This is an optimization exercise on Yosys and OpenROAD, whose aim is a short achievable clock period and few clock cycles, not a production implementation.
Only simulation tests tie the RTL to the original design; equivalence was not proved.
Power and IR drop assume default switching activity.

==> job 8953: inputs <==
// custom_cpu
module custom_cpu(
	input         clk,
	input         rst,
	output reg [31:0] PC,
	output        Inst_Req_Valid,
	input         Inst_Req_Ready,
	input  [31:0] Instruction,
	input         Inst_Valid,
	output        Inst_Ready,
	output [31:0] Address,
	output        MemWrite,
	output [31:0] Write_data,
	output [ 3:0] Write_strb,
	output        MemRead,
	input         Mem_Req_Ready,
	input  [31:0] Read_data,
	input         Read_data_Valid,
	output        Read_data_Ready
);
	reg         run_r, ird_r, rdr_r;
	reg         pend, pend_kill;
	reg  [31:0] pend_pc, pend_ptgt;
	reg         pend_pt;
	reg         sk_v, sk_pt;
	reg  [31:0] sk_inst, sk_pc, sk_ptgt;
	reg         d_v, d_pt;
	reg  [31:0] d_inst, d_pc, d_ptgt;
	reg         e_v, e_pt, e_tokf;
	reg  [31:0] e_ptgt;
	reg  [31:0] e_pc4, e_tgt, e_rv1, e_rv2, e_imm, e_pre;
	reg  [3:0]  e_s1, e_s2;      
	reg         e_useimm;
	reg         e_add, e_sub, e_slt, e_sltu, e_xor, e_or, e_and, e_sll, e_srl, e_sra, e_pres;
	reg         e_ld, e_st, e_mul, e_br, e_jal, e_jalr, e_wen;
	reg  [2:0]  e_f3;
	reg  [4:0]  e_rd;
	reg  [31:0] e_pc;
	reg         m_v, m_ld, m_mul, m_wen, mrd_q, mwr_q;
	reg  [31:0] m_res, m_sdata;
	reg  [3:0]  m_strb;
	reg  [2:0]  m_f3;
	reg  [4:0]  m_rd;
	reg         w_v, w_ld, w_mul, w_wen;
  ...
clock: 10.0 ns
lec_check: 0
cap_margin: 20
core_margin: 2
core_utilization: 30
place_density: 0.5
slew_margin: 20
standard.sh (not shown) runs the stock make flow with config.mk's settings and CLKGATE_MAP_FILE= SYNTH_SCRIPT=/design/flow/synth_recipe.tcl, a recipe that flattens the netlist after the stock synthesis.
==> flow/flow/run.sh <==
#!/bin/bash
set -euo pipefail
MARGIN=6.5
bash standard.sh SETUP_SLACK_MARGIN=$MARGIN finish > standard_make.log 2>&1
==> job 5913: changes against job 8953 <==
--- a/flow/design.v
+++ b/flow/design.v
@@ -1115,11 +1115,11 @@
 	reg         d_v, d_pt;
 	reg  [31:0] d_inst, d_pc, d_ptgt;
 	reg         e_v, e_pt, e_tokf;
 	reg  [31:0] e_ptgt;
 	reg  [31:0] e_pc4, e_tgt, e_rv1, e_rv2, e_imm, e_pre;
-	reg  [3:0]  e_s1, e_s2;      
+	reg         e_s1, e_s2;      
 	reg         e_useimm;
 	reg         e_add, e_sub, e_slt, e_sltu, e_xor, e_or, e_and, e_sll, e_srl, e_sra, e_pres;
 	reg         e_ld, e_st, e_mul, e_br, e_jal, e_jalr, e_wen;
 	reg  [2:0]  e_f3;
 	reg  [4:0]  e_rd;
@@ -1174,10 +1174,16 @@
 	wire [31:0] d_pre = d_lui ? immU : (d_auipc ? (d_pc + immU) : d_pc4);
 	wire        d_use1 = ~(d_lui | d_auipc | d_jal);
 	wire        d_use2 = d_opr | d_st | d_br;
 	wire        d_wen = (d_lui | d_auipc | d_jal | d_jalr | d_ld | d_opi | d_opr) & (d_rdn != 5'd0);
 	wire d_sttaken = d_jal | (d_br & (d_inst[31] | (d_f3 == 3'b001)));
+	wire [31:0] ld_sh = Read_data >> {w_res[1:0], 3'b000};
+	wire [31:0] ld_al = w_f3[1] ? Read_data :
+		(w_f3[0] ? {{16{ld_sh[15] & ~w_f3[2]}}, ld_sh[15:0]} :
+		           {{24{ld_sh[7] & ~w_f3[2]}}, ld_sh[7:0]});
+	wire [31:0] mul_p;
+	wire [31:0] x_next = w_ld ? ld_al : (w_mul ? mul_p : w_res);
 	wire [31:0] rf_r1, rf_r2;
 	reg_file RF (
 		.clk(clk), .waddr(x_rd), .wen(x_v & x_wen), .wdata(x_res),
 		.raddr1(d_rs1), .raddr2(d_rs2), .rdata1(rf_r1), .rdata2(rf_r2)
 	);
@@ -1187,19 +1193,17 @@
 	wire d1W = m_v & m_wen & (m_rd == d_rs1);
 	wire d1X = w_v & w_wen & (w_rd == d_rs1);
 	wire d2M = e_v & e_wen & (e_rd == d_rs2);
 	wire d2W = m_v & m_wen & (m_rd == d_rs2);
 	wire d2X = w_v & w_wen & (w_rd == d_rs2);
-	wire [3:0] d_s1 = d1M ? 4'b0001 : d1W ? 4'b0010 : d1X ? 4'b0100 : 4'b1000;
-	wire [3:0] d_s2 = d2M ? 4'b0001 : d2W ? 4'b0010 : d2X ? 4'b0100 : 4'b1000;
+	wire [31:0] d_op1 = d1W ? m_res : (d1X ? x_next : d_rv1);
+	wire [31:0] d_op2 = d2W ? m_res : (d2X ? x_next : d_rv2);
 	wire hz = d_v & (
 		((e_ld | e_mul) & ((d_use1 & d1M) | (d_use2 & d2M))) |
 		((m_ld | m_mul) & ((d_use1 & d1W) | (d_use2 & d2W))));
-	wire [31:0] fa = ({32{e_s1[0]}} & m_res) | ({32{e_s1[1]}} & w_res) |
-		({32{e_s1[2]}} & x_res) | ({32{e_s1[3]}} & e_rv1);
-	wire [31:0] fb = ({32{e_s2[0]}} & m_res) | ({32{e_s2[1]}} & w_res) |
-		({32{e_s2[2]}} & x_res) | ({32{e_s2[3]}} & e_rv2);
+	wire [31:0] fa = e_s1 ? m_res : e_rv1;
+	wire [31:0] fb = e_s2 ? m_res : e_rv2;
 	wire [31:0] e_sum, e_res;
 	wire        e_cond;
 	alu ALU (
 		.A(fa), .B(fb), .Imm(e_imm), .use_imm(e_useimm),
 		.op_add(e_add), .op_sub(e_sub), .op_slt(e_slt), .op_sltu(e_sltu),
@@ -1211,11 +1215,10 @@
 	wire        e_tok = e_tokf | (e_ptgt == e_tgt);
 	wire        e_taken = e_jal | (e_br & e_cond);
 	wire        e_mis = e_v & (e_jalr |
 		((e_br | e_jal) ? ((e_taken ^ e_pt) | (e_taken & ~e_tok)) : e_pt));
 	wire [31:0] e_npc = e_jalr ? {e_sum[31:1], 1'b0} : (e_taken ? e_tgt : e_pc4);
-	wire [31:0] mul_p;
 	mul_pipe MULT (.clk(clk), .en(~frz_M), .a(fa), .b(fb), .p(mul_p));
 	wire d_redir_raw = d_v & ~d_pt & d_sttaken;
 	wire d_redir = d_redir_raw & ~e_mis;
 	wire redir = e_mis | d_redir;
 	wire [31:0] redir_pc = e_mis ? e_npc : d_padd;
@@ -1290,17 +1293,17 @@
 		else if (~frz_M)
 			e_v <= d_v & ~hz & ~e_mis;
 		if (frz_M) begin
 			e_rv1 <= fa;
 			e_rv2 <= fb;
-			e_s1 <= 4'b1000;
-			e_s2 <= 4'b1000;
+			e_s1 <= 1'b0;
+			e_s2 <= 1'b0;
 		end else begin
-			e_rv1 <= d_rv1;
-			e_rv2 <= d_rv2;
-			e_s1 <= d_s1;
-			e_s2 <= d_s2;
+			e_rv1 <= d_op1;
+			e_rv2 <= d_op2;
+			e_s1 <= d1M;
+			e_s2 <= d2M;
 			e_pc <= d_pc;
 			e_pc4 <= d_pc4;
 			e_tgt <= d_padd;
 			e_pt <= d_pt | d_redir_raw;
 			e_tokf <= d_redir_raw;
@@ -1397,20 +1400,16 @@
 			w_wen <= m_wen;
 			w_rd <= m_rd;
 			w_f3 <= m_f3;
 		end
 	end
-	wire [31:0] ld_sh = Read_data >> {w_res[1:0], 3'b000};
-	wire [31:0] ld_al = w_f3[1] ? Read_data :
-		(w_f3[0] ? {{16{ld_sh[15] & ~w_f3[2]}}, ld_sh[15:0]} :
-		           {{24{ld_sh[7] & ~w_f3[2]}}, ld_sh[7:0]});
 	always @ (posedge clk) begin
 		if (rst)
 			x_v <= 1'b0;
 		else
 			x_v <= w_v & ~frz_W;
-		x_res <= w_ld ? ld_al : (w_mul ? mul_p : w_res);
+		x_res <= x_next;
 		x_wen <= w_wen;
 		x_rd <= w_rd;
 	end
 	assign Inst_Req_Valid = run_r;
 	assign Inst_Ready = ird_r;
==> job 1358: changes against job 8953 <==
--- a/flow/design.v
+++ b/flow/design.v
@@ -1106,28 +1106,28 @@
 	input         Read_data_Valid,
 	output        Read_data_Ready
 );
 	reg         run_r, ird_r, rdr_r;
 	reg         pend, pend_kill;
-	reg  [31:0] pend_pc, pend_ptgt;
+	reg  [31:0] pend_pc;
 	reg         pend_pt;
-	reg         sk_v, sk_pt;
-	reg  [31:0] sk_inst, sk_pc, sk_ptgt;
-	reg         d_v, d_pt;
-	reg  [31:0] d_inst, d_pc, d_ptgt;
-	reg         e_v, e_pt, e_tokf;
-	reg  [31:0] e_ptgt;
-	reg  [31:0] e_pc4, e_tgt, e_rv1, e_rv2, e_imm, e_pre;
-	reg  [3:0]  e_s1, e_s2;      
+	reg         dq_v, dq_pt;
+	reg  [31:0] dq_inst, dq_pc;
+	reg         e_v, e_pt, e_auipc;
+	reg  [31:0] e_pc4, e_timm, e_rv1, e_rv2, e_imm, e_pre;
+	reg         e_s1, e_s2;      
+	reg         e_s1n, e_s2n;    
+	reg         e_s1m, e_s2m;    
 	reg         e_useimm;
 	reg         e_add, e_sub, e_slt, e_sltu, e_xor, e_or, e_and, e_sll, e_srl, e_sra, e_pres;
 	reg         e_ld, e_st, e_mul, e_br, e_jal, e_jalr, e_wen;
 	reg  [2:0]  e_f3;
 	reg  [4:0]  e_rd;
 	reg  [31:0] e_pc;
 	reg         m_v, m_ld, m_mul, m_wen, mrd_q, mwr_q;
 	reg  [31:0] m_res, m_sdata;
+	reg  [31:0] m_fwd;
 	reg  [3:0]  m_strb;
 	reg  [2:0]  m_f3;
 	reg  [4:0]  m_rd;
 	reg         w_v, w_ld, w_mul, w_wen;
 	reg  [31:0] w_res;
@@ -1139,17 +1139,22 @@
 	wire stall_ldw = w_v & w_ld & ~Read_data_Valid;      
 	wire stall_mem = (mrd_q | mwr_q) & ~Mem_Req_Ready;   
 	wire frz_W = stall_ldw;
 	wire frz_M = stall_ldw | stall_mem;                  
 	reg  [15:0] btb_v;
-	reg  [7:0]  btb_tag [0:15];
-	reg  [31:0] btb_tgt [0:15];
-	reg  [1:0]  btb_cnt [0:15];
+	reg  [16*26-1:0] btb_tag;
+	reg  [16*32-1:0] btb_tgt;
+	reg  [16*2-1:0]  btb_cnt;
 	wire [3:0]  f_idx = PC[5:2];
-	wire        f_hit = btb_v[f_idx] && (btb_tag[f_idx] == PC[13:6]);
-	wire        f_pt = f_hit && btb_cnt[f_idx][1];
-	wire [31:0] f_pnext = f_pt ? btb_tgt[f_idx] : PC + 32'd4;
+	wire        f_hit = btb_v[f_idx] && (btb_tag[f_idx*26 +: 26] == PC[31:6]);
+	wire        f_pt = f_hit && btb_cnt[f_idx*2 + 1];
+	wire [31:0] f_pnext = f_pt ? btb_tgt[f_idx*32 +: 32] : PC + 32'd4;
+	wire        resp_fire = pend & Inst_Valid & ird_r;
+	wire        d_v = dq_v | (resp_fire & ~pend_kill);
+	wire [31:0] d_inst = dq_v ? dq_inst : Instruction;
+	wire [31:0] d_pc = dq_v ? dq_pc : pend_pc;
+	wire        d_pt = dq_v ? dq_pt : pend_pt;
 	wire [6:0] d_op = d_inst[6:0];
 	wire [2:0] d_f3 = d_inst[14:12];
 	wire [4:0] d_rs1 = d_inst[19:15], d_rs2 = d_inst[24:20], d_rdn = d_inst[11:7];
 	wire d_lui   = (d_op[6:2] == 5'b01101);
 	wire d_auipc = (d_op[6:2] == 5'b00101);
@@ -1165,19 +1170,22 @@
 	wire [31:0] immI = {{20{d_inst[31]}}, d_inst[31:20]};
 	wire [31:0] immS = {{20{d_inst[31]}}, d_inst[31:25], d_inst[11:7]};
 	wire [31:0] immB = {{19{d_inst[31]}}, d_inst[31], d_inst[7], d_inst[30:25], d_inst[11:8], 1'b0};
 	wire [31:0] immU = {d_inst[31:12], 12'd0};
 	wire [31:0] immJ = {{11{d_inst[31]}}, d_inst[31], d_inst[19:12], d_inst[20], d_inst[30:21], 1'b0};
-	wire [31:0] d_tgtB = d_pc + immB;
-	wire [31:0] d_tgtJ = d_pc + immJ;
-	wire [31:0] d_padd = d_jal ? d_tgtJ : d_tgtB;      
 	wire [31:0] d_pc4 = d_pc + 32'd4;
-	wire [31:0] d_pre = d_lui ? immU : (d_auipc ? (d_pc + immU) : d_pc4);
+	wire [31:0] d_pre = d_lui ? immU : d_pc4;
+	wire [31:0] d_timm = d_jal ? immJ : (d_auipc ? immU : immB);
 	wire        d_use1 = ~(d_lui | d_auipc | d_jal);
 	wire        d_use2 = d_opr | d_st | d_br;
 	wire        d_wen = (d_lui | d_auipc | d_jal | d_jalr | d_ld | d_opi | d_opr) & (d_rdn != 5'd0);
-	wire d_sttaken = d_jal | (d_br & (d_inst[31] | (d_f3 == 3'b001)));
+	wire [31:0] ld_sh = Read_data >> {w_res[1:0], 3'b000};
+	wire [31:0] ld_al = w_f3[1] ? Read_data :
+		(w_f3[0] ? {{16{ld_sh[15] & ~w_f3[2]}}, ld_sh[15:0]} :
+		           {{24{ld_sh[7] & ~w_f3[2]}}, ld_sh[7:0]});
+	wire [31:0] mul_p;
+	wire [31:0] x_next = w_ld ? ld_al : (w_mul ? mul_p : w_res);
 	wire [31:0] rf_r1, rf_r2;
 	reg_file RF (
 		.clk(clk), .waddr(x_rd), .wen(x_v & x_wen), .wdata(x_res),
 		.raddr1(d_rs1), .raddr2(d_rs2), .rdata1(rf_r1), .rdata2(rf_r2)
 	);
@@ -1187,49 +1195,42 @@
 	wire d1W = m_v & m_wen & (m_rd == d_rs1);
 	wire d1X = w_v & w_wen & (w_rd == d_rs1);
 	wire d2M = e_v & e_wen & (e_rd == d_rs2);
 	wire d2W = m_v & m_wen & (m_rd == d_rs2);
 	wire d2X = w_v & w_wen & (w_rd == d_rs2);
-	wire [3:0] d_s1 = d1M ? 4'b0001 : d1W ? 4'b0010 : d1X ? 4'b0100 : 4'b1000;
-	wire [3:0] d_s2 = d2M ? 4'b0001 : d2W ? 4'b0010 : d2X ? 4'b0100 : 4'b1000;
+	wire [31:0] d_op1 = d1W ? m_res : (d1X ? x_next : d_rv1);
+	wire [31:0] d_op2 = d2W ? m_res : (d2X ? x_next : d_rv2);
 	wire hz = d_v & (
 		((e_ld | e_mul) & ((d_use1 & d1M) | (d_use2 & d2M))) |
 		((m_ld | m_mul) & ((d_use1 & d1W) | (d_use2 & d2W))));
-	wire [31:0] fa = ({32{e_s1[0]}} & m_res) | ({32{e_s1[1]}} & w_res) |
-		({32{e_s1[2]}} & x_res) | ({32{e_s1[3]}} & e_rv1);
-	wire [31:0] fb = ({32{e_s2[0]}} & m_res) | ({32{e_s2[1]}} & w_res) |
-		({32{e_s2[2]}} & x_res) | ({32{e_s2[3]}} & e_rv2);
+	wire [31:0] fa = {e_s1n ? e_rv1[31:16] : m_fwd[31:16], e_s1 ? m_fwd[15:0] : e_rv1[15:0]};
+	wire [31:0] fb = {e_s2n ? e_rv2[31:16] : m_fwd[31:16], e_s2 ? m_fwd[15:0] : e_rv2[15:0]};
+	wire [31:0] e_tgt = e_pc + e_timm;
 	wire [31:0] e_sum, e_res;
 	wire        e_cond;
 	alu ALU (
 		.A(fa), .B(fb), .Imm(e_imm), .use_imm(e_useimm),
 		.op_add(e_add), .op_sub(e_sub), .op_slt(e_slt), .op_sltu(e_sltu),
 		.op_xor(e_xor), .op_or(e_or), .op_and(e_and),
 		.op_sll(e_sll), .op_srl(e_srl), .op_sra(e_sra),
-		.op_pre(e_pres), .Pre(e_pre), .br_f3(e_f3),
+		.op_pre(e_pres), .Pre(e_auipc ? e_tgt : e_pre), .br_f3(e_f3),
 		.Sum(e_sum), .Cond(e_cond), .Result(e_res)
 	);
-	wire        e_tok = e_tokf | (e_ptgt == e_tgt);
 	wire        e_taken = e_jal | (e_br & e_cond);
-	wire        e_mis = e_v & (e_jalr |
-		((e_br | e_jal) ? ((e_taken ^ e_pt) | (e_taken & ~e_tok)) : e_pt));
-	wire [31:0] e_npc = e_jalr ? {e_sum[31:1], 1'b0} : (e_taken ? e_tgt : e_pc4);
-	wire [31:0] mul_p;
-	mul_pipe MULT (.clk(clk), .en(~frz_M), .a(fa), .b(fb), .p(mul_p));
-	wire d_redir_raw = d_v & ~d_pt & d_sttaken;
-	wire d_redir = d_redir_raw & ~e_mis;
-	wire redir = e_mis | d_redir;
-	wire [31:0] redir_pc = e_mis ? e_npc : d_padd;
+	wire        e_mis = e_v & (e_jalr | ((e_br | e_jal) ? (e_taken ^ e_pt) : e_pt));
+	wire [31:0] e_npc = e_jalr ? {e_sum[31:1], 1'b0} : (e_pt ? e_pc4 : e_tgt);
+	wire [31:0] ma = e_s1m ? m_fwd : e_rv1;
+	wire [31:0] mb = e_s2m ? m_fwd : e_rv2;
+	mul_pipe MULT (.clk(clk), .en(~frz_M), .a(ma), .b(mb), .p(mul_p));
+	wire redir = e_mis;
 	wire req_fire  = run_r & Inst_Req_Ready;
-	wire resp_fire = pend & Inst_Valid & ird_r;
-	wire resp_ok   = resp_fire & ~pend_kill & ~redir;
+	wire resp_ok   = resp_fire & ~pend_kill & ~e_mis;
 	wire d_adv  = ~frz_M & ~hz;           
-	wire d_take = ~d_v | d_adv;           
-	wire sk_v_n = rst ? 1'b0 :
-		redir ? 1'b0 :
-		sk_v ? ~d_take :
-		(resp_ok & ~d_take);
+	wire dq_v_n = rst ? 1'b0 :
+		e_mis ? 1'b0 :
+		dq_v ? ~d_adv :
+		(resp_ok & ~d_adv);
 	always @ (posedge clk) begin
 		if (rst) begin
 			run_r <= 1'b0;
 			rdr_r <= 1'b0;
 			ird_r <= 1'b0;
@@ -1237,13 +1238,13 @@
 			pend_kill <= 1'b0;
 			PC <= 32'd0;
 		end else begin
 			run_r <= 1'b1;
 			rdr_r <= 1'b1;
-			ird_r <= ~sk_v_n;
-			if (redir)
-				PC <= redir_pc;
+			ird_r <= ~dq_v_n;
+			if (e_mis)
+				PC <= e_npc;
 			else if (req_fire)
 				PC <= f_pnext;
 			if (req_fire) begin
 				pend <= 1'b1;
 				pend_kill <= redir;
@@ -1253,60 +1254,48 @@
 				pend_kill <= 1'b1;
 		end
 		if (req_fire) begin
 			pend_pc <= PC;
 			pend_pt <= f_pt;
-			pend_ptgt <= f_pnext;
-		end
-	end
-	always @ (posedge clk) begin
-		sk_v <= sk_v_n;
-		if (~sk_v) begin
-			sk_inst <= Instruction;
-			sk_pc <= pend_pc;
-			sk_pt <= pend_pt;
-			sk_ptgt <= pend_ptgt;
 		end
 	end
 	always @ (posedge clk) begin
-		if (rst)
-			d_v <= 1'b0;
-		else if (e_mis)
-			d_v <= 1'b0;
-		else if (d_take)
-			d_v <= ~d_redir & (sk_v | resp_ok);
-		if (d_take) begin
-			d_inst <= sk_v ? sk_inst : Instruction;
-			d_pc <= sk_v ? sk_pc : pend_pc;
-			d_pt <= sk_v ? sk_pt : pend_pt;
-			d_ptgt <= sk_v ? sk_ptgt : pend_ptgt;
-		end else if (d_redir_raw) begin
-			d_pt <= 1'b1;
-			d_ptgt <= d_padd;
+		dq_v <= dq_v_n;
+		if (~dq_v) begin
+			dq_inst <= Instruction;
+			dq_pc <= pend_pc;
+			dq_pt <= pend_pt;
 		end
 	end
 	always @ (posedge clk) begin
 		if (rst)
 			e_v <= 1'b0;
 		else if (~frz_M)
 			e_v <= d_v & ~hz & ~e_mis;
 		if (frz_M) begin
 			e_rv1 <= fa;
 			e_rv2 <= fb;
-			e_s1 <= 4'b1000;
-			e_s2 <= 4'b1000;
+			e_s1 <= 1'b0;
+			e_s2 <= 1'b0;
+			e_s1n <= 1'b1;
+			e_s2n <= 1'b1;
+			e_s1m <= 1'b0;
+			e_s2m <= 1'b0;
 		end else begin
-			e_rv1 <= d_rv1;
-			e_rv2 <= d_rv2;
-			e_s1 <= d_s1;
-			e_s2 <= d_s2;
+			e_rv1 <= d_op1;
+			e_rv2 <= d_op2;
+			e_s1 <= d1M;
+			e_s2 <= d2M;
+			e_s1n <= ~d1M;
+			e_s2n <= ~d2M;
+			e_s1m <= d1M & d_mul;
+			e_s2m <= d2M & d_mul;
 			e_pc <= d_pc;
 			e_pc4 <= d_pc4;
-			e_tgt <= d_padd;
-			e_pt <= d_pt | d_redir_raw;
-			e_tokf <= d_redir_raw;
-			e_ptgt <= d_ptgt;
+			e_timm <= d_timm;
+			e_auipc <= d_auipc;
+			e_pt <= d_pt;
 			e_imm <= d_st ? immS : immI;
 			e_useimm <= ~d_opr & ~d_br;
 			e_pre <= d_pre;
 			e_add <= (d_alu & (d_f3 == 3'b000) & ~(d_opr & d_inst[30])) | d_ld | d_st;
 			e_sub <= d_opr & ~d_inst[25] & (d_f3 == 3'b000) & d_inst[30];
@@ -1340,24 +1329,30 @@
 		u_taken <= e_taken;
 		u_pc <= e_pc;
 		u_tgt <= e_tgt;
 	end
 	wire [3:0] u_idx = u_pc[5:2];
-	wire       u_hit = btb_v[u_idx] && (btb_tag[u_idx] == u_pc[13:6]);
-	wire [1:0] u_cnt = btb_cnt[u_idx];
+	wire       u_hit = btb_v[u_idx] && (btb_tag[u_idx*26 +: 26] == u_pc[31:6]);
+	wire [1:0] u_cnt = btb_cnt[u_idx*2 +: 2];
+	integer bi;
 	always @ (posedge clk) begin
 		if (rst)
 			btb_v <= 16'd0;
 		else if (u_v & u_taken)
 			btb_v[u_idx] <= 1'b1;
 		if (u_v) begin
 			if (u_taken) begin
-				btb_tag[u_idx] <= u_pc[13:6];
-				btb_tgt[u_idx] <= u_tgt;
-				btb_cnt[u_idx] <= ~u_hit ? 2'b10 : (u_cnt == 2'b11 ? 2'b11 : u_cnt + 2'b01);
+				for (bi = 0; bi < 16; bi = bi + 1)
+					if (u_idx == bi) begin
+						btb_tag[bi*26 +: 26] <= u_pc[31:6];
+						btb_tgt[bi*32 +: 32] <= u_tgt;
+						btb_cnt[bi*2 +: 2] <= ~u_hit ? 2'b10 : (u_cnt == 2'b11 ? 2'b11 : u_cnt + 2'b01);
+					end
 			end else if (u_hit)
-				btb_cnt[u_idx] <= (u_cnt == 2'b00) ? 2'b00 : u_cnt - 2'b01;
+				for (bi = 0; bi < 16; bi = bi + 1)
+					if (u_idx == bi)
+						btb_cnt[bi*2 +: 2] <= (u_cnt == 2'b00) ? 2'b00 : u_cnt - 2'b01;
 		end
 	end
 	always @ (posedge clk) begin
 		if (rst) begin
 			m_v <= 1'b0;
@@ -1366,10 +1361,11 @@
 		end else if (~frz_M) begin
 			m_v <= e_v;
 			mrd_q <= e_v & e_ld;
 			mwr_q <= e_v & e_st;
 		end
+		m_fwd <= e_res;
 		if (~frz_M) begin
 			m_res <= e_res;
 			m_ld <= e_ld;
 			m_mul <= e_mul;
 			m_wen <= e_wen;
@@ -1397,20 +1393,16 @@
 			w_wen <= m_wen;
 			w_rd <= m_rd;
 			w_f3 <= m_f3;
 		end
 	end
-	wire [31:0] ld_sh = Read_data >> {w_res[1:0], 3'b000};
-	wire [31:0] ld_al = w_f3[1] ? Read_data :
-		(w_f3[0] ? {{16{ld_sh[15] & ~w_f3[2]}}, ld_sh[15:0]} :
-		           {{24{ld_sh[7] & ~w_f3[2]}}, ld_sh[7:0]});
 	always @ (posedge clk) begin
 		if (rst)
 			x_v <= 1'b0;
 		else
 			x_v <= w_v & ~frz_W;
-		x_res <= w_ld ? ld_al : (w_mul ? mul_p : w_res);
+		x_res <= x_next;
 		x_wen <= w_wen;
 		x_rd <= w_rd;
 	end
 	assign Inst_Req_Valid = run_r;
 	assign Inst_Ready = ird_r;
==> notes.md <==
Outcome: job 8953 timing/DRC/antenna clean; job 5913 timing/DRC/antenna clean; job 1358 timing/DRC/antenna clean
Worst setup path endpoint: job 8953 PC[13]$_SDFFE_PP0N_; job 5913 m_res[6]$_DFFE_PN_; job 1358 PC[22]$_SDFFE_PP0P_
Syn_nets: job 8953 10100; job 5913 10100; job 1358 13300
Layout overhead on the synthesized area: job 8953 24.4%; job 5913 25.2%; job 1358 33.1%
Netlist area before placement: job 8953 134000 sq um; job 5913 135000 sq um; job 1358 145000 sq um
Fraction of power spent switching nets: job 8953 0.340; job 5913 0.348; job 1358 0.351
Final RePlAce weighted congestion: job 8953 0.917; job 5913 0.962; job 1358 0.976
Max Clock Skew: job 8953 0.0961 ns; job 5913 0.110 ns; job 1358 0.134 ns
End of the worst register-to-register path: job 8953 PC[13]$_SDFFE_PP0N_; job 5913 m_res[6]$_DFFE_PN_; job 1358 PC[22]$_SDFFE_PP0P_
Post-synth EDFFs: job 8953 2204; job 5913 2204; job 1358 2352
Overall power after layout: job 8953 37.5 mW; job 5913 38.3 mW; job 1358 40.6 mW
Layout multi-input combinational cell count: job 8953 5834; job 5913 5858; job 1358 8537
Delay of the slowest cell on the worst path: job 8953 0.41 ns; job 5913 0.40 ns; job 1358 0.59 ns
Switching Power: job 8953 12.7 mW; job 5913 13.3 mW; job 1358 14.2 mW
Clock buffer instance count of the final layout: job 8953 400; job 5913 418; job 1358 421
Final sequential cell count: job 8953 2621; job 5913 2615; job 1358 2770
Peak supply drop: job 8953 0.375 mV; job 5913 0.303 mV; job 1358 0.261 mV
Depth of the worst register-to-register path: job 8953 20; job 5913 27; job 1358 18
Power in combinational cells: job 8953 13.1 mW; job 5913 14.0 mW; job 1358 15.0 mW
Critical R2R Launch: job 8953 e_s1[0]$_SDFF_PP0_; job 5913 e_s2$_SDFF_PP0_; job 1358 e_s1$_SDFF_PP0_
Share of final-layout standard cells stronger than drive strength 1: job 8953 0.331; job 5913 0.338; job 1358 0.293
Starting DRT DRC Count: job 8953 10500; job 5913 11000; job 1358 17900
Layout buffering overhead excluding clock cells: job 8953 0.0684; job 5913 0.0761; job 1358 0.118
M2 GR Usage: job 8953 0.359; job 5913 0.349; job 1358 0.400
Average wire length per cell after detail routing: job 8953 32.0 um; job 5913 32.1 um; job 1358 33.7 um
Die area: job 8953 454000 sq um; job 5913 454000 sq um; job 1358 489000 sq um
Internal Pwr Total: job 8953 24.7 mW; job 5913 25.0 mW; job 1358 26.4 mW
Testbench counts of job 8953, summed over its fixed seeds: cycles 82,065.
Testbench counts of job 5913, summed over its fixed seeds: cycles 82,065.
Testbench counts of job 1358, summed over its fixed seeds: cycles 79,314.

-- afterwards: timing with drivers on the ports --
The flow's constraints put no driver on any port. The routed layouts listed below were extracted and timed again, unchanged, in two steps.
Step 1, drivers: a clkbuf_16 drives clk and a buf_2 each remaining input, both assumed.
Step 2 adds t to the input delays and takes it off the output delays; t is the mean of the earliest and latest rising clock arrival at the registers after step 1. Input paths then give back, and output paths get back, about the clock's delay inside the block.
a / b / c = ideal ports / drivers / drivers and shift; a / b = the first two.
| run | t, ns | slack for setup (ns) | worst hold slack (ns) | worst register clock-pin slew, ns | worst data-port slew with drivers (ns) |
|---|---|---|---|---|---|
| job 8953 | 1.011 | 5.155 / 5.155 / 5.155 | 0.337 / 0.337 / 0.337 | 0.07 / 0.07 | 0.21 |
| job 5913 | 1.024 | 5.458 / 5.458 / 5.411 | 0.349 / 0.349 / 0.349 | 0.08 / 0.08 | 0.23 |
| job 1358 | 1.084 | 5.692 / 5.692 / 5.036 | 0.416 / 0.416 / 0.416 | 0.07 / 0.07 | 0.25 |
After both steps every run listed still meets setup and hold. The setup slack of job 1358, which loses most, moves by 0.000 ns with the drivers and by -0.656 ns with both steps.
